Background: an optimization exercise with open tools, aiming at a short achievable clock period. Do not read the settings as production practice. Function was not checked in any run shown here: the RTL went through the layout flow alone. In run 2 the design's own scripts or RTL, not TritonCTS, make the clock network. The clock input has no modelled driver; a real chip could not lean on it and would need a root buffer or a full tree. Power is estimated from default activity; no workload was simulated.

$ cat design/flow/config.mk
export PLATFORM = sky130hd
export DESIGN_NAME = systolic_array
export DESIGN_NICKNAME = systolic_array
export VERILOG_FILES = /design/flow/design.v
export SDC_FILE = /design/flow/constraint.sdc
export NUM_CORES = 4
export LEC_CHECK = 0
export ABC_AREA = 1
export CAP_MARGIN = 20
export CORE_MARGIN = 2
export CORE_UTILIZATION = 40
export SETUP_SLACK_MARGIN = 3.2
export SLEW_MARGIN = 20
$ cat design/flow/design.v
module pe (
    input clk,
    input rst,
    input ok,
    input [7:0] a,
    input [7:0] b,
    output reg [15:0] result
);
    reg [48:0] s1;
    reg [28:0] s2;
    wire pp0_0 = a[0] & b[0];
    wire pp0_1 = a[0] & b[1];
    wire pp0_2 = a[0] & b[2];
    wire pp0_3 = a[0] & b[3];
    wire pp0_4 = a[0] & b[4];
    wire pp0_5 = a[0] & b[5];
    wire pp0_6 = a[0] & b[6];
    wire pp0_7 = a[0] & b[7];
    wire pp1_0 = a[1] & b[0];
    wire pp1_1 = a[1] & b[1];
    wire pp1_2 = a[1] & b[2];
    wire pp1_3 = a[1] & b[3];
    wire pp1_4 = a[1] & b[4];
    wire pp1_5 = a[1] & b[5];
    wire pp1_6 = a[1] & b[6];
    wire pp1_7 = a[1] & b[7];
    wire pp2_0 = a[2] & b[0];
    wire pp2_1 = a[2] & b[1];
    wire pp2_2 = a[2] & b[2];
    wire pp2_3 = a[2] & b[3];
    wire pp2_4 = a[2] & b[4];
    wire pp2_5 = a[2] & b[5];
    wire pp2_6 = a[2] & b[6];
    wire pp2_7 = a[2] & b[7];
    wire pp3_0 = a[3] & b[0];
    wire pp3_1 = a[3] & b[1];
    wire pp3_2 = a[3] & b[2];
    wire pp3_3 = a[3] & b[3];
    wire pp3_4 = a[3] & b[4];
    wire pp3_5 = a[3] & b[5];
    wire pp3_6 = a[3] & b[6];
    wire pp3_7 = a[3] & b[7];
    wire pp4_0 = a[4] & b[0];
    wire pp4_1 = a[4] & b[1];
    wire pp4_2 = a[4] & b[2];
    wire pp4_3 = a[4] & b[3];
    wire pp4_4 = a[4] & b[4];
    wire pp4_5 = a[4] & b[5];
    wire pp4_6 = a[4] & b[6];
    wire pp4_7 = a[4] & b[7];
    wire pp5_0 = a[5] & b[0];
    wire pp5_1 = a[5] & b[1];
    wire pp5_2 = a[5] & b[2];
    wire pp5_3 = a[5] & b[3];
    wire pp5_4 = a[5] & b[4];
    wire pp5_5 = a[5] & b[5];
    wire pp5_6 = a[5] & b[6];
    wire pp5_7 = a[5] & b[7];
    wire pp6_0 = a[6] & b[0];
    wire pp6_1 = a[6] & b[1];
    wire pp6_2 = a[6] & b[2];
    wire pp6_3 = a[6] & b[3];
    wire pp6_4 = a[6] & b[4];
    wire pp6_5 = a[6] & b[5];
    wire pp6_6 = a[6] & b[6];
    wire pp6_7 = a[6] & b[7];
    wire pp7_0 = a[7] & b[0];
    wire pp7_1 = a[7] & b[1];
    wire pp7_2 = a[7] & b[2];
    wire pp7_3 = a[7] & b[3];
    wire pp7_4 = a[7] & b[4];
    wire pp7_5 = a[7] & b[5];
    wire pp7_6 = a[7] & b[6];
    wire pp7_7 = a[7] & b[7];
    wire xs1;
    wire xc2;
    assign xs1 = pp0_6 ^ pp1_5;
    assign xc2 = pp0_6 & pp1_5;
    wire xs3;
    wire xc4;
    assign xs3 = pp0_7 ^ pp1_6 ^ pp2_5;
    assign xc4 = (pp0_7 & pp1_6) | (pp2_5 & (pp0_7 ^ pp1_6));
    wire xs5;
    wire xc6;
    assign xs5 = pp3_4 ^ pp4_3;
    assign xc6 = pp3_4 & pp4_3;
    wire xs7;
    wire xc8;
    assign xs7 = pp1_7 ^ pp2_6 ^ pp3_5;
    assign xc8 = (pp1_7 & pp2_6) | (pp3_5 & (pp1_7 ^ pp2_6));
    wire xs9;
    wire xc10;
    assign xs9 = pp4_4 ^ pp5_3;
    assign xc10 = pp4_4 & pp5_3;
    wire xs11;
    wire xc12;
    assign xs11 = pp2_7 ^ pp3_6 ^ pp4_5;
    assign xc12 = (pp2_7 & pp3_6) | (pp4_5 & (pp2_7 ^ pp3_6));
    wire xs13;
    wire xc14;
    assign xs13 = pp0_4 ^ pp1_3;
    assign xc14 = pp0_4 & pp1_3;
    wire xs15;
    wire xc16;
    assign xs15 = pp0_5 ^ pp1_4 ^ pp2_3;
    assign xc16 = (pp0_5 & pp1_4) | (pp2_3 & (pp0_5 ^ pp1_4));
    wire xs17;
    wire xc18;
    assign xs17 = pp3_2 ^ pp4_1;
    assign xc18 = pp3_2 & pp4_1;
    wire xs19;
    wire xc20;
    assign xs19 = pp2_4 ^ pp3_3 ^ pp4_2;
    assign xc20 = (pp2_4 & pp3_3) | (pp4_2 & (pp2_4 ^ pp3_3));
    wire xs21;
    wire xc22;
    assign xs21 = pp5_1 ^ pp6_0 ^ xs1;
    assign xc22 = (pp5_1 & pp6_0) | (xs1 & (pp5_1 ^ pp6_0));
    wire xs23;
    wire xc24;
    assign xs23 = pp5_2 ^ pp6_1 ^ pp7_0;
    assign xc24 = (pp5_2 & pp6_1) | (pp7_0 & (pp5_2 ^ pp6_1));
    wire xs25;
    wire xc26;
    assign xs25 = xs3 ^ xs5 ^ xc2;
    assign xc26 = (xs3 & xs5) | (xc2 & (xs3 ^ xs5));
    wire xs27;
    wire xc28;
    assign xs27 = pp6_2 ^ pp7_1 ^ xs7;
    assign xc28 = (pp6_2 & pp7_1) | (xs7 & (pp6_2 ^ pp7_1));
    wire xs29;
    wire xc30;
    assign xs29 = xs9 ^ xc4 ^ xc6;
    assign xc30 = (xs9 & xc4) | (xc6 & (xs9 ^ xc4));
    wire xs31;
    wire xc32;
    assign xs31 = pp5_4 ^ pp6_3 ^ pp7_2;
    assign xc32 = (pp5_4 & pp6_3) | (pp7_2 & (pp5_4 ^ pp6_3));
    wire xs33;
    wire xc34;
    assign xs33 = xs11 ^ xc8 ^ xc10;
    assign xc34 = (xs11 & xc8) | (xc10 & (xs11 ^ xc8));
    wire xs35;
    wire xc36;
    assign xs35 = pp3_7 ^ pp4_6 ^ pp5_5;
    assign xc36 = (pp3_7 & pp4_6) | (pp5_5 & (pp3_7 ^ pp4_6));
    wire xs37;
    wire xc38;
    assign xs37 = pp6_4 ^ pp7_3 ^ xc12;
    assign xc38 = (pp6_4 & pp7_3) | (xc12 & (pp6_4 ^ pp7_3));
    wire xs39;
    wire xc40;
    assign xs39 = pp4_7 ^ pp5_6 ^ pp6_5;
    assign xc40 = (pp4_7 & pp5_6) | (pp6_5 & (pp4_7 ^ pp5_6));
    wire xs41;
    wire xc42;
    assign xs41 = s1[6] ^ s1[7];
    assign xc42 = s1[6] & s1[7];
    wire xs43;
    wire xc44;
    assign xs43 = s1[10] ^ s1[11] ^ s1[12];
    assign xc44 = (s1[10] & s1[11]) | (s1[12] & (s1[10] ^ s1[11]));
    wire xs45;
    wire xc46;
    assign xs45 = s1[14] ^ s1[15] ^ s1[16];
    assign xc46 = (s1[14] & s1[15]) | (s1[16] & (s1[14] ^ s1[15]));
    wire xs47;
    wire xc48;
    assign xs47 = s1[18] ^ s1[19] ^ s1[20];
    assign xc48 = (s1[18] & s1[19]) | (s1[20] & (s1[18] ^ s1[19]));
    wire xs49;
    wire xc50;
    assign xs49 = s1[22] ^ s1[23] ^ s1[24];
    assign xc50 = (s1[22] & s1[23]) | (s1[24] & (s1[22] ^ s1[23]));
    wire xs51;
    wire xc52;
    assign xs51 = s1[26] ^ s1[27] ^ s1[28];
    assign xc52 = (s1[26] & s1[27]) | (s1[28] & (s1[26] ^ s1[27]));
    wire xs53;
    wire xc54;
    assign xs53 = s1[30] ^ s1[31] ^ s1[32];
    assign xc54 = (s1[30] & s1[31]) | (s1[32] & (s1[30] ^ s1[31]));
    wire xs55;
    wire xc56;
    assign xs55 = s1[34] ^ s1[35] ^ s1[36];
    assign xc56 = (s1[34] & s1[35]) | (s1[36] & (s1[34] ^ s1[35]));
    wire xs57;
    wire xc58;
    assign xs57 = s1[38] ^ s1[39] ^ s1[40];
    assign xc58 = (s1[38] & s1[39]) | (s1[40] & (s1[38] ^ s1[39]));
    wire xs59;
    wire xc60;
    assign xs59 = s1[42] ^ s1[43] ^ s1[44];
    assign xc60 = (s1[42] & s1[43]) | (s1[44] & (s1[42] ^ s1[43]));
    wire xs61;
    wire xc62;
    assign xs61 = s1[3] ^ s1[4];
    assign xc62 = s1[3] & s1[4];
    wire xs63;
    wire xc64;
    assign xs63 = s1[8] ^ s1[9] ^ xs41;
    assign xc64 = (s1[8] & s1[9]) | (xs41 & (s1[8] ^ s1[9]));
    wire xs65;
    wire xc66;
    assign xs65 = s1[13] ^ xs43 ^ xc42;
    assign xc66 = (s1[13] & xs43) | (xc42 & (s1[13] ^ xs43));
    wire xs67;
    wire xc68;
    assign xs67 = s1[17] ^ xs45 ^ xc44;
    assign xc68 = (s1[17] & xs45) | (xc44 & (s1[17] ^ xs45));
    wire xs69;
    wire xc70;
    assign xs69 = s1[21] ^ xs47 ^ xc46;
    assign xc70 = (s1[21] & xs47) | (xc46 & (s1[21] ^ xs47));
    wire xs71;
    wire xc72;
    assign xs71 = s1[25] ^ xs49 ^ xc48;
    assign xc72 = (s1[25] & xs49) | (xc48 & (s1[25] ^ xs49));
    wire xs73;
    wire xc74;
    assign xs73 = s1[29] ^ xs51 ^ xc50;
    assign xc74 = (s1[29] & xs51) | (xc50 & (s1[29] ^ xs51));
    wire xs75;
    wire xc76;
    assign xs75 = s1[33] ^ xs53 ^ xc52;
    assign xc76 = (s1[33] & xs53) | (xc52 & (s1[33] ^ xs53));
    wire xs77;
    wire xc78;
    assign xs77 = s1[37] ^ xs55 ^ xc54;
    assign xc78 = (s1[37] & xs55) | (xc54 & (s1[37] ^ xs55));
    wire xs79;
    wire xc80;
    assign xs79 = s1[41] ^ xs57 ^ xc56;
    assign xc80 = (s1[41] & xs57) | (xc56 & (s1[41] ^ xs57));
    wire xs81;
    wire xc82;
    assign xs81 = s1[45] ^ xs59 ^ xc58;
    assign xc82 = (s1[45] & xs59) | (xc58 & (s1[45] ^ xs59));
    wire xs83;
    wire xc84;
    assign xs83 = s1[46] ^ s1[47] ^ xc60;
    assign xc84 = (s1[46] & s1[47]) | (xc60 & (s1[46] ^ s1[47]));
    wire h85;
    wire g86;
    assign h85 = s1[1] ^ s1[2];
    assign g86 = s1[1] & s1[2];
    wire h87;
    wire g88;
    assign h87 = s1[5] ^ xs61;
    assign g88 = s1[5] & xs61;
    wire h89;
    wire g90;
    assign h89 = xs63 ^ xc62;
    assign g90 = xs63 & xc62;
    wire h91;
    wire g92;
    assign h91 = xs65 ^ xc64;
    assign g92 = xs65 & xc64;
    wire h93;
    wire g94;
    assign h93 = xs67 ^ xc66;
    assign g94 = xs67 & xc66;
    wire h95;
    wire g96;
    assign h95 = xs69 ^ xc68;
    assign g96 = xs69 & xc68;
    wire h97;
    wire g98;
    assign h97 = xs71 ^ xc70;
    assign g98 = xs71 & xc70;
    wire h99;
    wire g100;
    assign h99 = xs73 ^ xc72;
    assign g100 = xs73 & xc72;
    wire h101;
    wire g102;
    assign h101 = xs75 ^ xc74;
    assign g102 = xs75 & xc74;
    wire h103;
    wire g104;
    assign h103 = xs77 ^ xc76;
    assign g104 = xs77 & xc76;
    wire h105;
    wire g106;
    assign h105 = xs79 ^ xc78;
    assign g106 = xs79 & xc78;
    wire h107;
    wire g108;
    assign h107 = xs81 ^ xc80;
    assign g108 = xs81 & xc80;
    wire h109;
    wire g110;
    assign h109 = xs83 ^ xc82;
    assign g110 = xs83 & xc82;
    wire h111;
    wire g112;
    assign h111 = s1[48] ^ xc84;
    assign g112 = s1[48] & xc84;
    wire [48:0] s1_d;
    assign s1_d[0] = pp0_0;
    assign s1_d[1] = pp0_1;
    assign s1_d[2] = pp1_0;
    assign s1_d[3] = pp0_2;
    assign s1_d[4] = pp1_1;
    assign s1_d[5] = pp2_0;
    assign s1_d[6] = pp0_3;
    assign s1_d[7] = pp1_2;
    assign s1_d[8] = pp2_1;
    assign s1_d[9] = pp3_0;
    assign s1_d[10] = pp2_2;
    assign s1_d[11] = pp3_1;
    assign s1_d[12] = pp4_0;
    assign s1_d[13] = xs13;
    assign s1_d[14] = pp5_0;
    assign s1_d[15] = xs15;
    assign s1_d[16] = xs17;
    assign s1_d[17] = xc14;
    assign s1_d[18] = xs19;
    assign s1_d[19] = xs21;
    assign s1_d[20] = xc16;
    assign s1_d[21] = xc18;
    assign s1_d[22] = xs23;
    assign s1_d[23] = xs25;
    assign s1_d[24] = xc20;
    assign s1_d[25] = xc22;
    assign s1_d[26] = xs27;
    assign s1_d[27] = xs29;
    assign s1_d[28] = xc24;
    assign s1_d[29] = xc26;
    assign s1_d[30] = xs31;
    assign s1_d[31] = xs33;
    assign s1_d[32] = xc28;
    assign s1_d[33] = xc30;
    assign s1_d[34] = xs35;
    assign s1_d[35] = xs37;
    assign s1_d[36] = xc32;
    assign s1_d[37] = xc34;
    assign s1_d[38] = pp7_4;
    assign s1_d[39] = xs39;
    assign s1_d[40] = xc36;
    assign s1_d[41] = xc38;
    assign s1_d[42] = pp5_7;
    assign s1_d[43] = pp6_6;
    assign s1_d[44] = pp7_5;
    assign s1_d[45] = xc40;
    assign s1_d[46] = pp6_7;
    assign s1_d[47] = pp7_6;
    assign s1_d[48] = pp7_7;
    wire [28:0] s2_d;
    assign s2_d[0] = s1[0];
    assign s2_d[1] = h85;
    assign s2_d[2] = g86;
    assign s2_d[3] = h87;
    assign s2_d[4] = g88;
    assign s2_d[5] = h89;
    assign s2_d[6] = g90;
    assign s2_d[7] = h91;
    assign s2_d[8] = g92;
    assign s2_d[9] = h93;
    assign s2_d[10] = g94;
    assign s2_d[11] = h95;
    assign s2_d[12] = g96;
    assign s2_d[13] = h97;
    assign s2_d[14] = g98;
    assign s2_d[15] = h99;
    assign s2_d[16] = g100;
    assign s2_d[17] = h101;
    assign s2_d[18] = g102;
    assign s2_d[19] = h103;
    assign s2_d[20] = g104;
    assign s2_d[21] = h105;
    assign s2_d[22] = g106;
    assign s2_d[23] = h107;
    assign s2_d[24] = g108;
    assign s2_d[25] = h109;
    assign s2_d[26] = g110;
    assign s2_d[27] = h111;
    assign s2_d[28] = g112;
    wire pg113;
    wire pp114;
    wire px115;
    assign pg113 = (result[0] ^ s2[0]) & 1'b0;
    assign pp114 = (result[0] ^ s2[0]) | 1'b0;
    assign px115 = (result[0] ^ s2[0]) ^ 1'b0;
    wire pg116;
    wire pp117;
    wire px118;
    assign pg116 = (result[1] ^ s2[1]) & (result[0] & s2[0]);
    assign pp117 = (result[1] ^ s2[1]) | (result[0] & s2[0]);
    assign px118 = (result[1] ^ s2[1]) ^ (result[0] & s2[0]);
    wire pg119;
    wire pp120;
    wire px121;
    assign pg119 = (result[2] ^ s2[3]) & (result[1] ? (s2[1] | s2[2]) : s2[2]);
    assign pp120 = (result[2] ^ s2[3]) | (result[1] ? (s2[1] | s2[2]) : s2[2]);
    assign px121 = (result[2] ^ s2[3]) ^ (result[1] ? (s2[1] | s2[2]) : s2[2]);
    wire pg122;
    wire pp123;
    wire px124;
    assign pg122 = (result[3] ^ s2[5]) & (result[2] ? (s2[3] | s2[4]) : s2[4]);
    assign pp123 = (result[3] ^ s2[5]) | (result[2] ? (s2[3] | s2[4]) : s2[4]);
    assign px124 = (result[3] ^ s2[5]) ^ (result[2] ? (s2[3] | s2[4]) : s2[4]);
    wire pg125;
    wire pp126;
    wire px127;
    assign pg125 = (result[4] ^ s2[7]) & (result[3] ? (s2[5] | s2[6]) : s2[6]);
    assign pp126 = (result[4] ^ s2[7]) | (result[3] ? (s2[5] | s2[6]) : s2[6]);
    assign px127 = (result[4] ^ s2[7]) ^ (result[3] ? (s2[5] | s2[6]) : s2[6]);
    wire pg128;
    wire pp129;
    wire px130;
    assign pg128 = (result[5] ^ s2[9]) & (result[4] ? (s2[7] | s2[8]) : s2[8]);
    assign pp129 = (result[5] ^ s2[9]) | (result[4] ? (s2[7] | s2[8]) : s2[8]);
    assign px130 = (result[5] ^ s2[9]) ^ (result[4] ? (s2[7] | s2[8]) : s2[8]);
    wire pg131;
    wire pp132;
    wire px133;
    assign pg131 = (result[6] ^ s2[11]) & (result[5] ? (s2[9] | s2[10]) : s2[10]);
    assign pp132 = (result[6] ^ s2[11]) | (result[5] ? (s2[9] | s2[10]) : s2[10]);
    assign px133 = (result[6] ^ s2[11]) ^ (result[5] ? (s2[9] | s2[10]) : s2[10]);
    wire pg134;
    wire pp135;
    wire px136;
    assign pg134 = (result[7] ^ s2[13]) & (result[6] ? (s2[11] | s2[12]) : s2[12]);
    assign pp135 = (result[7] ^ s2[13]) | (result[6] ? (s2[11] | s2[12]) : s2[12]);
    assign px136 = (result[7] ^ s2[13]) ^ (result[6] ? (s2[11] | s2[12]) : s2[12]);
    wire pg137;
    wire pp138;
    wire px139;
    assign pg137 = (result[8] ^ s2[15]) & (result[7] ? (s2[13] | s2[14]) : s2[14]);
    assign pp138 = (result[8] ^ s2[15]) | (result[7] ? (s2[13] | s2[14]) : s2[14]);
    assign px139 = (result[8] ^ s2[15]) ^ (result[7] ? (s2[13] | s2[14]) : s2[14]);
    wire pg140;
    wire pp141;
    wire px142;
    assign pg140 = (result[9] ^ s2[17]) & (result[8] ? (s2[15] | s2[16]) : s2[16]);
    assign pp141 = (result[9] ^ s2[17]) | (result[8] ? (s2[15] | s2[16]) : s2[16]);
    assign px142 = (result[9] ^ s2[17]) ^ (result[8] ? (s2[15] | s2[16]) : s2[16]);
    wire pg143;
    wire pp144;
    wire px145;
    assign pg143 = (result[10] ^ s2[19]) & (result[9] ? (s2[17] | s2[18]) : s2[18]);
    assign pp144 = (result[10] ^ s2[19]) | (result[9] ? (s2[17] | s2[18]) : s2[18]);
    assign px145 = (result[10] ^ s2[19]) ^ (result[9] ? (s2[17] | s2[18]) : s2[18]);
    wire pg146;
    wire pp147;
    wire px148;
    assign pg146 = (result[11] ^ s2[21]) & (result[10] ? (s2[19] | s2[20]) : s2[20]);
    assign pp147 = (result[11] ^ s2[21]) | (result[10] ? (s2[19] | s2[20]) : s2[20]);
    assign px148 = (result[11] ^ s2[21]) ^ (result[10] ? (s2[19] | s2[20]) : s2[20]);
    wire pg149;
    wire pp150;
    wire px151;
    assign pg149 = (result[12] ^ s2[23]) & (result[11] ? (s2[21] | s2[22]) : s2[22]);
    assign pp150 = (result[12] ^ s2[23]) | (result[11] ? (s2[21] | s2[22]) : s2[22]);
    assign px151 = (result[12] ^ s2[23]) ^ (result[11] ? (s2[21] | s2[22]) : s2[22]);
    wire pg152;
    wire pp153;
    wire px154;
    assign pg152 = (result[13] ^ s2[25]) & (result[12] ? (s2[23] | s2[24]) : s2[24]);
    assign pp153 = (result[13] ^ s2[25]) | (result[12] ? (s2[23] | s2[24]) : s2[24]);
    assign px154 = (result[13] ^ s2[25]) ^ (result[12] ? (s2[23] | s2[24]) : s2[24]);
    wire pg155;
    wire pp156;
    wire px157;
    assign pg155 = (result[14] ^ s2[27]) & (result[13] ? (s2[25] | s2[26]) : s2[26]);
    assign pp156 = (result[14] ^ s2[27]) | (result[13] ? (s2[25] | s2[26]) : s2[26]);
    assign px157 = (result[14] ^ s2[27]) ^ (result[13] ? (s2[25] | s2[26]) : s2[26]);
    wire pg158;
    wire pp159;
    wire px160;
    assign pg158 = result[15] & (result[14] ? (s2[27] | s2[28]) : s2[28]);
    assign pp159 = result[15] | (result[14] ? (s2[27] | s2[28]) : s2[28]);
    assign px160 = result[15] ^ (result[14] ? (s2[27] | s2[28]) : s2[28]);
    wire pG161;
    wire pP162;
    assign pG161 = pg116 | (pp117 & pg113);
    assign pP162 = pp117 & pp114;
    wire pG163;
    wire pP164;
    assign pG163 = pg122 | (pp123 & pg119);
    assign pP164 = pp123 & pp120;
    wire pG165;
    wire pP166;
    assign pG165 = pg128 | (pp129 & pg125);
    assign pP166 = pp129 & pp126;
    wire pG167;
    wire pP168;
    assign pG167 = pg134 | (pp135 & pg131);
    assign pP168 = pp135 & pp132;
    wire pG169;
    wire pP170;
    assign pG169 = pg140 | (pp141 & pg137);
    assign pP170 = pp141 & pp138;
    wire pG171;
    wire pP172;
    assign pG171 = pg146 | (pp147 & pg143);
    assign pP172 = pp147 & pp144;
    wire pG173;
    wire pP174;
    assign pG173 = pg152 | (pp153 & pg149);
    assign pP174 = pp153 & pp150;
    wire pG175;
    wire pP176;
    assign pG175 = pg158 | (pp159 & pg155);
    assign pP176 = pp159 & pp156;
    wire pG177;
    wire pP178;
    assign pG177 = pg119 | (pp120 & pG161);
    assign pP178 = pp120 & pP162;
    wire pG179;
    wire pP180;
    assign pG179 = pG163 | (pP164 & pG161);
    assign pP180 = pP164 & pP162;
    wire pG181;
    wire pP182;
    assign pG181 = pg131 | (pp132 & pG165);
    assign pP182 = pp132 & pP166;
    wire pG183;
    wire pP184;
    assign pG183 = pG167 | (pP168 & pG165);
    assign pP184 = pP168 & pP166;
    wire pG185;
    wire pP186;
    assign pG185 = pg143 | (pp144 & pG169);
    assign pP186 = pp144 & pP170;
    wire pG187;
    wire pP188;
    assign pG187 = pG171 | (pP172 & pG169);
    assign pP188 = pP172 & pP170;
    wire pG189;
    wire pP190;
    assign pG189 = pg155 | (pp156 & pG173);
    assign pP190 = pp156 & pP174;
    wire pG191;
    wire pP192;
    assign pG191 = pG175 | (pP176 & pG173);
    assign pP192 = pP176 & pP174;
    wire pG193;
    wire pP194;
    assign pG193 = pg125 | (pp126 & pG179);
    assign pP194 = pp126 & pP180;
    wire pG195;
    wire pP196;
    assign pG195 = pG165 | (pP166 & pG179);
    assign pP196 = pP166 & pP180;
    wire pG197;
    wire pP198;
    assign pG197 = pG181 | (pP182 & pG179);
    assign pP198 = pP182 & pP180;
    wire pG199;
    wire pP200;
    assign pG199 = pG183 | (pP184 & pG179);
    assign pP200 = pP184 & pP180;
    wire pG201;
    wire pP202;
    assign pG201 = pg149 | (pp150 & pG187);
    assign pP202 = pp150 & pP188;
    wire pG203;
    wire pP204;
    assign pG203 = pG173 | (pP174 & pG187);
    assign pP204 = pP174 & pP188;
    wire pG205;
    wire pP206;
    assign pG205 = pG189 | (pP190 & pG187);
    assign pP206 = pP190 & pP188;
    wire pG207;
    wire pP208;
    assign pG207 = pG191 | (pP192 & pG187);
    assign pP208 = pP192 & pP188;
    wire pG209;
    wire pP210;
    assign pG209 = pg137 | (pp138 & pG199);
    assign pP210 = pp138 & pP200;
    wire pG211;
    wire pP212;
    assign pG211 = pG169 | (pP170 & pG199);
    assign pP212 = pP170 & pP200;
    wire pG213;
    wire pP214;
    assign pG213 = pG185 | (pP186 & pG199);
    assign pP214 = pP186 & pP200;
    wire pG215;
    wire pP216;
    assign pG215 = pG187 | (pP188 & pG199);
    assign pP216 = pP188 & pP200;
    wire pG217;
    wire pP218;
    assign pG217 = pG201 | (pP202 & pG199);
    assign pP218 = pP202 & pP200;
    wire pG219;
    wire pP220;
    assign pG219 = pG203 | (pP204 & pG199);
    assign pP220 = pP204 & pP200;
    wire pG221;
    wire pP222;
    assign pG221 = pG205 | (pP206 & pG199);
    assign pP222 = pP206 & pP200;
    wire pG223;
    wire pP224;
    assign pG223 = pG207 | (pP208 & pG199);
    assign pP224 = pP208 & pP200;
    wire ps225;
    assign ps225 = px118 ^ pg113;
    wire ps226;
    assign ps226 = px121 ^ pG161;
    wire ps227;
    assign ps227 = px124 ^ pG177;
    wire ps228;
    assign ps228 = px127 ^ pG179;
    wire ps229;
    assign ps229 = px130 ^ pG193;
    wire ps230;
    assign ps230 = px133 ^ pG195;
    wire ps231;
    assign ps231 = px136 ^ pG197;
    wire ps232;
    assign ps232 = px139 ^ pG199;
    wire ps233;
    assign ps233 = px142 ^ pG209;
    wire ps234;
    assign ps234 = px145 ^ pG211;
    wire ps235;
    assign ps235 = px148 ^ pG213;
    wire ps236;
    assign ps236 = px151 ^ pG215;
    wire ps237;
    assign ps237 = px154 ^ pG217;
    wire ps238;
    assign ps238 = px157 ^ pG219;
    wire ps239;
    assign ps239 = px160 ^ pG221;
    wire [15:0] acc_x = {ps239, ps238, ps237, ps236, ps235, ps234, ps233, ps232, ps231, ps230, ps229, ps228, ps227, ps226, ps225, px115};
    wire [15:0] acc_y = {1'b0, 1'b0, 1'b0, 1'b0, 1'b0, 1'b0, 1'b0, 1'b0, 1'b0, 1'b0, 1'b0, 1'b0, 1'b0, 1'b0, 1'b0, 1'b0};
    always @(posedge clk) s1 <= s1_d;
    always @(posedge clk or posedge rst) begin
        if (rst) begin
            s2 <= 0;
            result <= 0;
        end else begin
            s2 <= ok ? s2_d : 0;
            result <= acc_x;
        end
    end
endmodule
module systolic_array
#(
    parameter DATA_BIT = 8
)
(
    input [DATA_BIT-1:0] input_west0,
    input [DATA_BIT-1:0] input_west4,
    input [DATA_BIT-1:0] input_west8,
    input [DATA_BIT-1:0] input_west12,
    input [DATA_BIT-1:0] input_north0,
    input [DATA_BIT-1:0] input_north1,
    input [DATA_BIT-1:0] input_north2,
    input [DATA_BIT-1:0] input_north3,
    input clk,
    input rst,
    output reg done,
    output [2*DATA_BIT-1:0] result0, result1, result2, result3,
                            result4, result5, result6, result7,
                            result8, result9, result10, result11,
                            result12, result13, result14, result15
);
    reg [3:0] count;
    reg [7:0] wd0_0, wd0_1, wd0_2, wd1_0, wd1_1, wd1_2, wd2_0, wd2_1, wd2_2, wd3_0, wd3_1, wd3_2;
    reg [7:0] nd0_0, nd0_1, nd0_2, nd1_0, nd1_1, nd1_2, nd2_0, nd2_1, nd2_2, nd3_0, nd3_1, nd3_2;
    always @(posedge clk) begin
            wd0_0 <= input_west0;  wd0_1 <= wd0_0; wd0_2 <= wd0_1;
            wd1_0 <= input_west4;  wd1_1 <= wd1_0; wd1_2 <= wd1_1;
            wd2_0 <= input_west8;  wd2_1 <= wd2_0; wd2_2 <= wd2_1;
            wd3_0 <= input_west12; wd3_1 <= wd3_0; wd3_2 <= wd3_1;
            nd0_0 <= input_north0; nd0_1 <= nd0_0; nd0_2 <= nd0_1;
            nd1_0 <= input_north1; nd1_1 <= nd1_0; nd1_2 <= nd1_1;
            nd2_0 <= input_north2; nd2_1 <= nd2_0; nd2_2 <= nd2_1;
            nd3_0 <= input_north3; nd3_1 <= nd3_0; nd3_2 <= nd3_1;
    end
    reg [3:0] vld;
    always @(posedge clk or posedge rst) begin
        if (rst) vld <= 4'b0;
        else vld <= {vld[2:0], 1'b1};
    end
    pe P0 (.clk(clk), .rst(rst), .ok(vld[0]), .a(input_north0), .b(input_west0), .result(result0));
    pe P1 (.clk(clk), .rst(rst), .ok(vld[1]), .a(input_north1), .b(wd0_0), .result(result1));
    pe P2 (.clk(clk), .rst(rst), .ok(vld[2]), .a(input_north2), .b(wd0_1), .result(result2));
    pe P3 (.clk(clk), .rst(rst), .ok(vld[3]), .a(input_north3), .b(wd0_2), .result(result3));
    pe P4 (.clk(clk), .rst(rst), .ok(vld[1]), .a(nd0_0), .b(input_west4), .result(result4));
    pe P5 (.clk(clk), .rst(rst), .ok(vld[1]), .a(nd1_0), .b(wd1_0), .result(result5));
    pe P6 (.clk(clk), .rst(rst), .ok(vld[2]), .a(nd2_0), .b(wd1_1), .result(result6));
    pe P7 (.clk(clk), .rst(rst), .ok(vld[3]), .a(nd3_0), .b(wd1_2), .result(result7));
    pe P8 (.clk(clk), .rst(rst), .ok(vld[2]), .a(nd0_1), .b(input_west8), .result(result8));
    pe P9 (.clk(clk), .rst(rst), .ok(vld[2]), .a(nd1_1), .b(wd2_0), .result(result9));
    pe P10 (.clk(clk), .rst(rst), .ok(vld[2]), .a(nd2_1), .b(wd2_1), .result(result10));
    pe P11 (.clk(clk), .rst(rst), .ok(vld[3]), .a(nd3_1), .b(wd2_2), .result(result11));
    pe P12 (.clk(clk), .rst(rst), .ok(vld[3]), .a(nd0_2), .b(input_west12), .result(result12));
    pe P13 (.clk(clk), .rst(rst), .ok(vld[3]), .a(nd1_2), .b(wd3_0), .result(result13));
    pe P14 (.clk(clk), .rst(rst), .ok(vld[3]), .a(nd2_2), .b(wd3_1), .result(result14));
    pe P15 (.clk(clk), .rst(rst), .ok(vld[3]), .a(nd3_2), .b(wd3_2), .result(result15));
    always @(posedge clk or posedge rst) begin
        if (rst) begin
            done <= 0;
            count <= 0;
        end else begin
            if (count == 9) begin
                done <= 1;
                count <= 0;
            end else begin
                done <= 0;
                count <= count + 1;
            end
        end
    end
endmodule
$ cat design/flow/run.sh
#!/bin/bash
# synth_recipe.tcl (not shown) runs the flow's synth.tcl, then flattens the netlist and writes it again
# the make line also repeats each setting of config.mk as NAME=value (left out here)
make -C /OpenROAD-flow-scripts/flow DESIGN_CONFIG=/design/flow/config.mk WORK_HOME=/design/flow/orfs CLKGATE_MAP_FILE= SYNTH_SCRIPT=/design/flow/synth_recipe.tcl finish
$ cat design/flow/constraint.sdc
create_clock -name core_clock -period 5.0 [get_ports {clk}]
set_input_delay 1.0000 -clock core_clock [delete_from_list [all_inputs] [get_ports {clk}]]
set_output_delay 1.0000 -clock core_clock [all_outputs]
set_load 0.01 [all_outputs]
==> impl_summary.log, run 1 <==
[metrics] fraction of the yosys area taken by sequential cells: 0.429
[metrics] register bit count reported by yosys: around 1,700
[metrics] number of clock sinks: about 1,700
[metrics] Distinct cells, synth: 20
[metrics] number of input and output port buffers inserted: 322
[metrics] clock slew seen by the registers of the worst setup and hold paths: roughly 0.06 ns
[metrics] topmost layer with routed signal wires: met5
[metrics] final period utilization: 0.496
[metrics] worst-case vdd ir drop: 0.000372 V
[metrics] critical-path maximum fanout: 2
[metrics] DRC marker count from the first detailed-route iteration: between 2,000 and 3,000
[metrics] start-to-end type of the worst setup path: reg -> out
[metrics] DP HPWL: 157,000 um
[metrics] crit start category: register
[metrics] final wirelength: 216,000 um
[metrics] Peak Freq: around 400 MHz
[metrics] CTS buffer count: 190
[metrics] switching power as a share of total power: 0.383
[metrics] largest net degree at the start of global routing: 117
[metrics] Final ANT Viol Nets: 0
[metrics] worst path cell trace: buf_6
[metrics] Area contributors post-synth: sky130_fd_sc_hd__dfxtp_1, sky130_fd_sc_hd__dfrtp_1, sky130_fd_sc_hd__inv_1
[metrics] critical path required time: ~4.0 ns
[metrics] Final Hold Violating Endpoints: 0
[metrics] cell count after placement: between 10,000 and 15,000
[metrics] Mapped Nets: 11,400
[metrics] DRC: 0
[metrics] length of routed wiring on met1: 93,600 um
[metrics] Hold WC Path Type: in -> reg
[metrics] Vert. Die Dim: roughly 470 um
[metrics] library cell used as clock root buffer: sky130_fd_sc_hd__clkbuf_16
[metrics] initial core utilization: 0.402
[metrics] setup_tns: 0 ns
[metrics] run status: no timing/DRC/antenna violations
[metrics] setup repair after global routing missed its margin: yes
[metrics] number of nets at the end of the flow: ~12,000
[metrics] leading cell types by count after synthesis: sky130_fd_sc_hd__inv_1, sky130_fd_sc_hd__nand2_1, sky130_fd_sc_hd__dfxtp_1
[metrics] detailed-router iteration count before antenna repair: 5
[metrics] average wire per standard cell: roughly 16 um
[metrics] count of boundary I/O pins: roughly 320
[metrics] Via density: about 4.3
[metrics] number of global-route vias before repair: 62,300
[metrics] clock skew: ~0.046 ns
[metrics] EDFF count, synth: 0
[metrics] average footprint of a synthesized cell: 8.84 sq um
[metrics] Ys Warns: 2
[metrics] most frequently used flop master after synthesis: sky130_fd_sc_hd__dfxtp_1
[metrics] wire length on met2: between 100,000 and 150,000 um
[metrics] proportion of layout cells with a drive suffix above 1: 0.287
[metrics] kind of end point of the critical path: primary output
[metrics] leading area contributor after synthesis: sky130_fd_sc_hd__dfxtp_1
[metrics] overall routing resource usage: 0.191
[metrics] dominant cell by count in the synthesized netlist: sky130_fd_sc_hd__inv_1
[metrics] critical path's slowest cell: sky130_fd_sc_hd__dfrtp_2
[metrics] routed wire length on met3: ~10,000 um
[metrics] final estimated routing congestion in global placement: 0.868
[metrics] count of final setup violators: 0
[metrics] cell internal power dissipation: between 0.03 and 0.04 W
[metrics] post-synth top area share: 0.222
[metrics] core area: 219,000 sq um
[metrics] CTS HTree Levels: 4
[metrics] combinational share of power: 0.459
[metrics] routed via count: roughly 59,000
[metrics] floorplan row count: between 150 and 200
[metrics] async set-or-reset flop fraction in the synthesized netlist: 0.428
[metrics] slew at the pin closest to its max-slew limit: about 1.2 ns
[metrics] Multi-input gate area: 42,300 sq um
[metrics] number of antenna violations at the first check in global routing: 25
[metrics] remaining global-route overflow: 0
[metrics] area enclosed by the die boundary: 224,000 sq um
[metrics] global-route wire length before repair: between 300,000 and 400,000 um
[metrics] sequential group share of total power: 0.303
[metrics] maximum buffer depth of the clock tree: 3
[metrics] clock insertion delay at the later pin of the skew report: about 0.84 ns
[metrics] synthesized instance count: 9,963
[metrics] worst slew margin relative to its limit: 0.214
[metrics] final worst path period need: 2.48 ns
[metrics] die outline width: 473 um
[metrics] critical path arrival: roughly 1.5 ns
[metrics] cell class contributing the biggest share of worst-path delay: flip-flops
[metrics] number of cells in the finished layout apart from fillers: 13,700
[metrics] peak per-stage delay on the critical path: around 0.49 ns
[metrics] net switching power: ~0.024 W
[metrics] combined flip-flop and latch cell area: roughly 38,000 sq um
[metrics] clock tree from TritonCTS: yes
[metrics] number of maximum-capacitance constraint violations: 0
[metrics] power density normalized to cell area: between 500 and 600 nW/um^2
[metrics] leakage component of the power: about 65 nW
[metrics] hold-fix buffers at CTS: 0
[metrics] post-synthesis cell area: 88,100 sq um
[metrics] number of buffer and inverter stages on the critical path: 1
[metrics] number of fill cells in the layout: ~20,000
[metrics] number of pins with negative max-slew slack in the final report: 0
[metrics] power share of the clock group: 0.238
[metrics] Synth-to-Final Area Change: 26.1%
-- metal layers --
| metal | vias to the layer above | GRT usage |
|---|---|---|
| met1 | 29100 | 0.242 |
| met5 | - | 0 |
| met2 | 998 | 0.332 |
| li1 | 28900 | - |
| met4 | 14 | 0.0524 |
| met3 | 327 | 0.0373 |
-- through the flow --
stage | util | instance area, sq um | worst slack, ns | hold WS (ns) | power [W]
final | 0.507 | 111000 | 2.52 | 0.387 | 0.0616
after CTS | 0.488 | 107000 | 2.44 | 0.403 | 0.0588
after floorplan | - | 89100 | -5.99 | 0.329 | 0.0325
after global routing | 0.507 | 111000 | 2.46 | 0.339 | 0.0663
after detailed placement | 0.431 | 94500 | 1.76 | 0.405 | 0.0399
after global placement | 0.431 | 94500 | 1.75 | 0.401 | 0.0391
-- final timing paths --
path                                 startpoint             to  slack [ns]  cells after the start
worst max-delay path              P2.result[15]    result2[15]        2.52                      1
worst min-delay path            input_north1[1]       nd1_0[1]        0.39                      1
worst max register to register     P8.result[4]   P8.result[8]        2.73                     13
worst min register to register         P2.s1[0]       P2.s2[0]        0.41                      2
max in group asynchronous                   rst  P5.result[13]        3.43                      5
min in group asynchronous                   rst       P1.s2[1]        0.75                      2
-- power by group through the flow --
stage | clock network, W | logic (W) | registers, W
after CTS | 0.0150 | 0.0251 | 0.0186
after global placement | 0 | 0.0201 | 0.0190
final | 0.0147 | 0.0283 | 0.0186
after global routing | 0.0156 | 0.0319 | 0.0189
after detailed placement | 0 | 0.0209 | 0.0190
after floorplan | 0 | 0.0141 | 0.0184
-- layout make-up --
| cell class | instances | area share |
|---|---|---|
| clock buffer | 289 | 0.0512 |
| antenna | 6 | 0.000135 |
| timing repair inverter | 1 | 0.0000451 |
| timing repair buffer | 831 | 0.0670 |
| tap | 2871 | 0.0323 |
| clock inverter | 71 | 0.00881 |
| sequential | 1705 | 0.346 |
| multi-input combinational | 4586 | 0.381 |
| inverter | 3364 | 0.114 |
-- registers in the layout (all words and copies together), names as in the netlist, 49 cells and up --
| signal | flops |
|---|---|
| P14.s1 | 49 |
| P13.s1 | 49 |
| P9.s1 | 49 |
| P15.s1 | 49 |
| P3.s1 | 49 |
| P5.s1 | 49 |
| P4.s1 | 49 |
| P11.s1 | 49 |
| P12.s1 | 49 |
| P2.s1 | 49 |
| P6.s1 | 49 |
| P10.s1 | 49 |
| P7.s1 | 49 |
| P1.s1 | 49 |
| P8.s1 | 49 |
| P0.s1 | 49 |
-- kinds of logic after synthesis --
kind of cell    after synthesis  synth area share
other cells                   1         0.0000426
compound gates              338            0.0201
buf+inv                    3672             0.157
flops                      1705             0.429
fa+ha+maj                  1392             0.250
simple gates               2533             0.112
xor+xnor                    322            0.0320
-- cell usage in the layout, fill, tap and decap left out, types with 57 or more instances in the layout --
cell,n
sky130_fd_sc_hd__inv_1,2849
sky130_fd_sc_hd__nand2_1,1816
sky130_fd_sc_hd__dfxtp_1,672
sky130_fd_sc_hd__dfrtp_1,654
sky130_fd_sc_hd__ha_1,554
sky130_fd_sc_hd__inv_2,512
sky130_fd_sc_hd__fa_1,454
sky130_fd_sc_hd__buf_4,360
sky130_fd_sc_hd__buf_6,295
sky130_fd_sc_hd__nand2_2,271
sky130_fd_sc_hd__dfxtp_2,229
sky130_fd_sc_hd__xor2_1,198
sky130_fd_sc_hd__clkbuf_16,198
sky130_fd_sc_hd__a21oi_1,169
sky130_fd_sc_hd__fa_2,154
sky130_fd_sc_hd__ha_2,150
sky130_fd_sc_hd__nor2_1,111
sky130_fd_sc_hd__nand3_1,106
sky130_fd_sc_hd__buf_2,103
sky130_fd_sc_hd__ha_4,80
sky130_fd_sc_hd__a21oi_2,78
sky130_fd_sc_hd__dfxtp_4,75
sky130_fd_sc_hd__nand2_4,74
sky130_fd_sc_hd__dfrtp_2,73
sky130_fd_sc_hd__a21oi_4,59
sky130_fd_sc_hd__xor2_2,57
-- repair_timing --
item	in CTS	in global routing
buffers inserted	318	155
pin swaps	533	297
gates cloned	1	0
gates resized for setup	2693	1073
setup endpoints to repair	1190	779
==> run 2: changes to the inputs <==
==> design/flow/flow/run.sh (new file) <==
#!/bin/bash
# The standard ORFS flow (the standard.sh), except that the clock tree is a
# two-level tree built by flow/manual_cts.tcl (sourced as the PRE_CTS_TCL hook).
set -euo pipefail
here=$(pwd)
bash standard.sh synth > synth.log 2>&1
bash standard.sh floorplan > floorplan.log 2>&1
bash standard.sh place > place.log 2>&1
PRE_CTS_TCL=$here/flow/manual_cts.tcl bash standard.sh cts > cts.log 2>&1
grep -q "manual_cts: clock tree built" orfs/logs/sky130hd/systolic_array/base/4_1_cts.log
bash standard.sh finish > finish.log 2>&1
==> design/flow/flow/manual_cts.tcl (new file) <==
# Manual two-level clock tree: the clock port drives NROOT root buffers, each
# root drives the leaf buffers of one region, and each leaf buffer drives a
# cluster of about LEAF_SIZE neighbouring flip-flops.
set leaf_size [expr {[info exists ::env(MCTS_LEAF_SIZE)] ? $::env(MCTS_LEAF_SIZE) : 28}]
set nroot [expr {[info exists ::env(MCTS_NROOT)] ? $::env(MCTS_NROOT) : 4}]
set bufcell [expr {[info exists ::env(MCTS_BUF)] ? $::env(MCTS_BUF) : "sky130_fd_sc_hd__clkbuf_16"}]
set rootcell [expr {[info exists ::env(MCTS_ROOTBUF)] ? $::env(MCTS_ROOTBUF) : "sky130_fd_sc_hd__clkbuf_16"}]

set block [ord::get_db_block]
set dbu [$block getDbUnitsPerMicron]
set clk_port_name [get_full_name [lindex [get_property [lindex [all_clocks] 0] sources] 0]]
set clknet [$block findNet $clk_port_name]

# sinks: every instance pin on the clock net, with its location in um
set sinks {}
foreach it [$clknet getITerms] {
  set inst [$it getInst]
  set bb [$inst getBBox]
  set x [expr {([$bb xMin] + [$bb xMax]) / 2.0 / $dbu}]
  set y [expr {([$bb yMin] + [$bb yMax]) / 2.0 / $dbu}]
  lappend sinks [list [$inst getName]/[[$it getMTerm] getName] $x $y]
}
set n [llength $sinks]
puts "manual_cts: $n sinks on $clk_port_name"

# split a list of {name x y} into groups of near-equal size on a grid
proc grid_split {items ngroups} {
  set xs [lsort -real [lmap i $items {lindex $i 1}]]
  set ys [lsort -real [lmap i $items {lindex $i 2}]]
  set w [expr {max(1.0, [lindex $xs end] - [lindex $xs 0])}]
  set h [expr {max(1.0, [lindex $ys end] - [lindex $ys 0])}]
  set nx [expr {max(1, int(round(sqrt($ngroups * $w / $h))))}]
  if {$nx > $ngroups} { set nx $ngroups }
  set ny [expr {int(ceil(double($ngroups) / $nx))}]
  set byx [lsort -real -index 1 $items]
  set m [llength $byx]
  set groups {}
  for {set i 0} {$i < $nx} {incr i} {
    set a [expr {$i * $m / $nx}]
    set b [expr {($i + 1) * $m / $nx - 1}]
    set col [lsort -real -index 2 [lrange $byx $a $b]]
    set mc [llength $col]
    # snake order so neighbouring groups stay close
    for {set j 0} {$j < $ny} {incr j} {
      set c [expr {$j * $mc / $ny}]
      set d [expr {($j + 1) * $mc / $ny - 1}]
      if {$d >= $c} { lappend groups [lrange $col $c $d] }
    }
  }
  return $groups
}

proc centroid {g} {
  set sx 0; set sy 0
  foreach i $g { set sx [expr {$sx + [lindex $i 1]}]; set sy [expr {$sy + [lindex $i 2]}] }
  return [list [expr {$sx / [llength $g]}] [expr {$sy / [llength $g]}]]
}

set nleaf [expr {int(ceil(double($n) / $leaf_size))}]
set leaves {}
set k 0
foreach g [grid_split $sinks $nleaf] {
  lassign [centroid $g] cx cy
  set pins [lmap i $g {get_pins [lindex $i 0]}]
  set name clkleaf_$k
  insert_buffer -buffer_cell $bufcell -net $clk_port_name -load_pins $pins -location [list $cx $cy] -buffer_name $name -net_name clknet_leaf_$k
  set drv [[[$block findITerm [lindex $g 0 0]] getNet] getFirstOutput]
  lappend leaves [list [[$drv getInst] getName]/A $cx $cy]
  incr k
}
puts "manual_cts: $k leaf buffers"
set k 0
foreach g [grid_split $leaves $nroot] {
  lassign [centroid $g] cx cy
  set pins [lmap i $g {get_pins [lindex $i 0]}]
  insert_buffer -buffer_cell $rootcell -net $clk_port_name -load_pins $pins -location [list $cx $cy] -buffer_name clkroot_$k -net_name clknet_root_$k
  incr k
}
puts "manual_cts: $k root buffers"
foreach net [$block getNets] {
  if {[string match clknet_* [$net getName]] || [$net getName] eq $clk_port_name} { $net setSigType CLOCK }
}
set_propagated_clock [all_clocks]

# The tree is complete: TritonCTS, which cts.tcl calls next, has nothing left to do.
rename clock_tree_synthesis triton_clock_tree_synthesis
proc clock_tree_synthesis {args} { puts "manual_cts: clock tree built by manual_cts.tcl" }
==> design/flow/standard.sh (new file) <==
#!/bin/bash
# synth_recipe.tcl (not shown) runs the flow's synth.tcl, then flattens the netlist and writes it again
# the make line also repeats each setting of config.mk as NAME=value (left out here)
make -C /OpenROAD-flow-scripts/flow DESIGN_CONFIG=/design/flow/config.mk WORK_HOME=/design/flow/orfs CLKGATE_MAP_FILE= SYNTH_SCRIPT=/design/flow/synth_recipe.tcl "${@:-finish}"
--- a/design/flow/config.mk
+++ b/design/flow/config.mk
@@ -7,6 +7,6 @@
 export LEC_CHECK = 0
-export ABC_AREA = 1
 export CAP_MARGIN = 20
 export CORE_MARGIN = 2
-export CORE_UTILIZATION = 40
+export CORE_UTILIZATION = 65
+export PLACE_DENSITY = 0.75
 export SETUP_SLACK_MARGIN = 3.2
removed: design/flow/run.sh
==> run 2 against run 1 <==
Worst hold slack improved by 0.034 ns. Routed wire length fell by 20%. Largest power group unchanged. Clock skew fell by 0.017 ns. Critical endpoint is now P14.result[12]. Critical path depth grew 10. Die area shrank 41%. Synthesized cell count down 25%. Via count shrank 17%.
==> impl_summary.log, run 2 <==
[metrics] leakage component of the power: about 49 nW
[metrics] number of maximum-capacitance constraint violations: 0
[metrics] critical path arrival: 2.97 ns
[metrics] sequential group share of total power: 0.363
[metrics] EDFF count, synth: 0
[metrics] critical path required time: around 5.4 ns
[metrics] routed via count: about 49,000
[metrics] power density normalized to cell area: about 510 nW/um^2
[metrics] number of fill cells in the layout: 7,863
[metrics] Multi-input gate area: ~44,000 sq um
[metrics] Final ANT Viol Nets: 0
[metrics] Vert. Die Dim: around 360 um
[metrics] number of antenna violations at the first check in global routing: 7
[metrics] average footprint of a synthesized cell: approximately 11 sq um
[metrics] leading cell types by count after synthesis: sky130_fd_sc_hd__inv_1, sky130_fd_sc_hd__and2_1, sky130_fd_sc_hd__dfxtp_1
[metrics] most frequently used flop master after synthesis: sky130_fd_sc_hd__dfxtp_1
[metrics] synthesized instance count: roughly 7,400
[metrics] post-route worst hold slack: ~0.42 ns
[metrics] power share of the clock group: 0.127
[metrics] DP HPWL: between 100,000 and 150,000 um
[metrics] proportion of layout cells with a drive suffix above 1: 0.314
[metrics] setup repair after global routing missed its margin: yes
[metrics] combinational share of power: 0.510
[metrics] core area: 128,000 sq um
[metrics] floorplan row count: 131
[metrics] final period utilization: 0.509
[metrics] final estimated routing congestion in global placement: between 0.8 and 0.9
[metrics] average wire per standard cell: around 18 um
[metrics] register bit count reported by yosys: about 1,700
[metrics] final wirelength: approximately 170,000 um
[metrics] Peak Freq: just under 400 MHz
[metrics] combined flip-flop and latch cell area: slightly below 40,000 sq um
[metrics] post-synth top area share: 0.234
[metrics] number of nets at the end of the flow: approximately 9,700
[metrics] Hold WC Path Type: reg -> reg
[metrics] initial core utilization: 0.655
[metrics] Synth-to-Final Area Change: 19.3%
[metrics] die outline width: around 360 um
[metrics] largest net degree at the start of global routing: roughly 120
[metrics] fraction of the yosys area taken by sequential cells: 0.453
[metrics] leading area contributor after synthesis: sky130_fd_sc_hd__dfxtp_1
[metrics] number of input and output port buffers inserted: between 300 and 400
[metrics] worst slew margin relative to its limit: 0.403
[metrics] critical-path maximum fanout: 4
[metrics] worst-case vdd ir drop: a little over 0.0004 V
[metrics] DRC: 0
[metrics] Final Hold Violating Endpoints: 0
[metrics] Via density: roughly 5
[metrics] run status: no timing/DRC/antenna violations
[metrics] hold-fix buffers at CTS: 0
[metrics] remaining global-route overflow: 0
[metrics] Area contributors post-synth: sky130_fd_sc_hd__dfxtp_1, sky130_fd_sc_hd__dfrtp_1, sky130_fd_sc_hd__fa_1
[metrics] overall routing resource usage: 0.254
[metrics] net switching power: between 0.015 and 0.02 W
[metrics] most common cell after layout, fill and taps aside: sky130_fd_sc_hd__inv_1
[metrics] slew at the pin closest to its max-slew limit: between 0.8 and 0.9 ns
[metrics] setup slack after layout: roughly 2.5 ns
[metrics] detailed-router iteration count before antenna repair: 5
[metrics] clock insertion delay at the later pin of the skew report: 0.53 ns
[metrics] number of pins with negative max-slew slack in the final report: 0
[metrics] number of global-route vias before repair: around 53,000
[metrics] start-to-end type of the worst setup path: reg -> reg
[metrics] count of final setup violators: 0
[metrics] global-route wire length before repair: between 200,000 and 300,000 um
[metrics] clock skew: between 0.02 and 0.03 ns
[metrics] cell internal power dissipation: ~0.032 W
[metrics] Mapped Nets: 8,895
[metrics] async set-or-reset flop fraction in the synthesized netlist: 0.428
[metrics] count of boundary I/O pins: approximately 320
[metrics] Distinct cells, synth: 39
[metrics] worst setup timing slack at the placement stage: 1.77 ns
[metrics] post-synthesis cell area: ~83,000 sq um
[metrics] setup_tns: 0 ns
[metrics] final worst path period need: 2.54 ns
[metrics] clock slew seen by the registers of the worst setup and hold paths: 0.10 ns
[metrics] FF-to-FF path depth: 11
[metrics] leading cell types in the layout, fill and taps excluded: sky130_fd_sc_hd__inv_1, sky130_fd_sc_hd__and2_1, sky130_fd_sc_hd__dfrtp_1, sky130_fd_sc_hd__dfxtp_1, sky130_fd_sc_hd__ha_1
[metrics] Ys Warns: 2
[metrics] area enclosed by the die boundary: 131,000 sq um
[metrics] kind of end point of the critical path: register
[metrics] crit start category: register
[metrics] switching power as a share of total power: 0.370
[metrics] worst hold path cell count: 0
[metrics] dominant cell by count in the synthesized netlist: sky130_fd_sc_hd__inv_1
[metrics] DRC marker count from the first detailed-route iteration: roughly 2,200
[run 2: metrics by stage]
stage / instances / area, sq um / utilization / power, W
floorplan: 7437 / 83800 / - / 0.0315
finish: 9893 / 99600 / 0.781 / 0.0507
CTS: 9756 / 95100 / 0.746 / 0.0472
global route: 9888 / 99600 / 0.781 / 0.0544
global placement: 9391 / 89100 / 0.699 / 0.0369
detailed placement: 9391 / 89100 / 0.699 / 0.0378
[run 2: worst max-delay path, cell delays in order (launching register included)]
cell                      delay, ns
sky130_fd_sc_hd__dfrtp_1       0.40
sky130_fd_sc_hd__buf_6         0.14
sky130_fd_sc_hd__xnor2_4       0.17
sky130_fd_sc_hd__inv_2         0.08
sky130_fd_sc_hd__ha_4          0.16
sky130_fd_sc_hd__nor3b_4       0.15
sky130_fd_sc_hd__nor3_2        0.27
sky130_fd_sc_hd__o21ai_4       0.11
sky130_fd_sc_hd__o31a_4        0.33
sky130_fd_sc_hd__a211o_1       0.31
sky130_fd_sc_hd__a21oi_2       0.17
sky130_fd_sc_hd__xnor2_1       0.15
[run 2: what timing repair did]
action	in CTS	in global routing
setup buffers	296	126
cloned	1	4
pin swaps	606	360
endpoints found under the setup margin	1518	1208
resized for setup	2460	1121
[run 2: path summary, 6_finish.rpt]
kind                          startpoint        endpoint  slack, ns
max                        P14.result[3]  P14.result[12]       2.46
min                             wd3_1[7]        wd3_2[7]       0.42
max reg2reg                P14.result[3]  P14.result[12]       2.46
min reg2reg                     wd3_1[7]        wd3_2[7]       0.42
max in group asynchronous            rst   P3.result[11]       3.19
min in group asynchronous            rst   P0.result[14]       1.12
[run 2: logic make-up after synthesis]
kind of cell	Yosys count	synth area share
fa+ha+maj	1392	0.263
other cells	1	0.0000449
flops	1705	0.453
simple gates	1634	0.117
buf+inv	1793	0.0806
xor+xnor	417	0.0438
compound gates	495	0.0428
[run 2: area by class of cell, without the clock buffers]
class                      count  share of cell area
multi-input combinational   3939               0.442
antenna                        7            0.000176
timing repair buffer         769              0.0687
sequential                  1705               0.386
tap                         1662              0.0209
inverter                    1743              0.0657
[run 2: power by group through the flow]
stage / Combinational, W / Clock (W) / Sequential [W]
after global placement: 0.0182 / 0 / 0.0187
after floorplan: 0.0130 / 0 / 0.0185
final: 0.0258 / 0.00644 / 0.0184
after CTS: 0.0224 / 0.00655 / 0.0182
after detailed placement: 0.0191 / 0 / 0.0187
after global routing: 0.0287 / 0.00705 / 0.0187
[run 2: metal layers]
| metal | GRT usage | vias up | routed length, um |
|---|---|---|---|
| li1 | - | 23400 | - |
| met1 | 0.333 | 25000 | 73700 |
| met2 | 0.451 | 691 | 88700 |
| met3 | 0.0295 | 257 | 6660 |
| met4 | 0.0589 | 0 | 4980 |
| met5 | 0 | - | 0 |

[static timing again, ports no longer ideal]
The results above use ideal ports. As a check the final layouts listed here were re-extracted and re-timed, cells and wires unchanged.
Step 1, drivers: a clkbuf_16 drives clk and a buf_2 each remaining input, both assumed.
Step 2, shift: input delay + t, output delay - t, t = (earliest + latest rising clock arrival at the registers) / 2. This alone moves slack from input paths to output paths.
a / b / c = ideal ports / drivers / drivers and shift; a / b = the first two.
| run | t (ns) | setup slack, ns | worst setup path after step 2 | clock arrival spread, ns |
|---|---|---|---|---|
| run 1 | 0.911 | 2.521 / 2.434 / 2.271 | input to register | 0.054 / 0.054 |
| run 2 | 0.678 | 2.457 / 2.407 / 2.443 | input to register | 0.030 / 0.030 |
After both steps setup and hold are still met in every run listed. The setup slack of run 1, which loses most, moves by -0.087 ns with the drivers and by -0.250 ns with both steps.
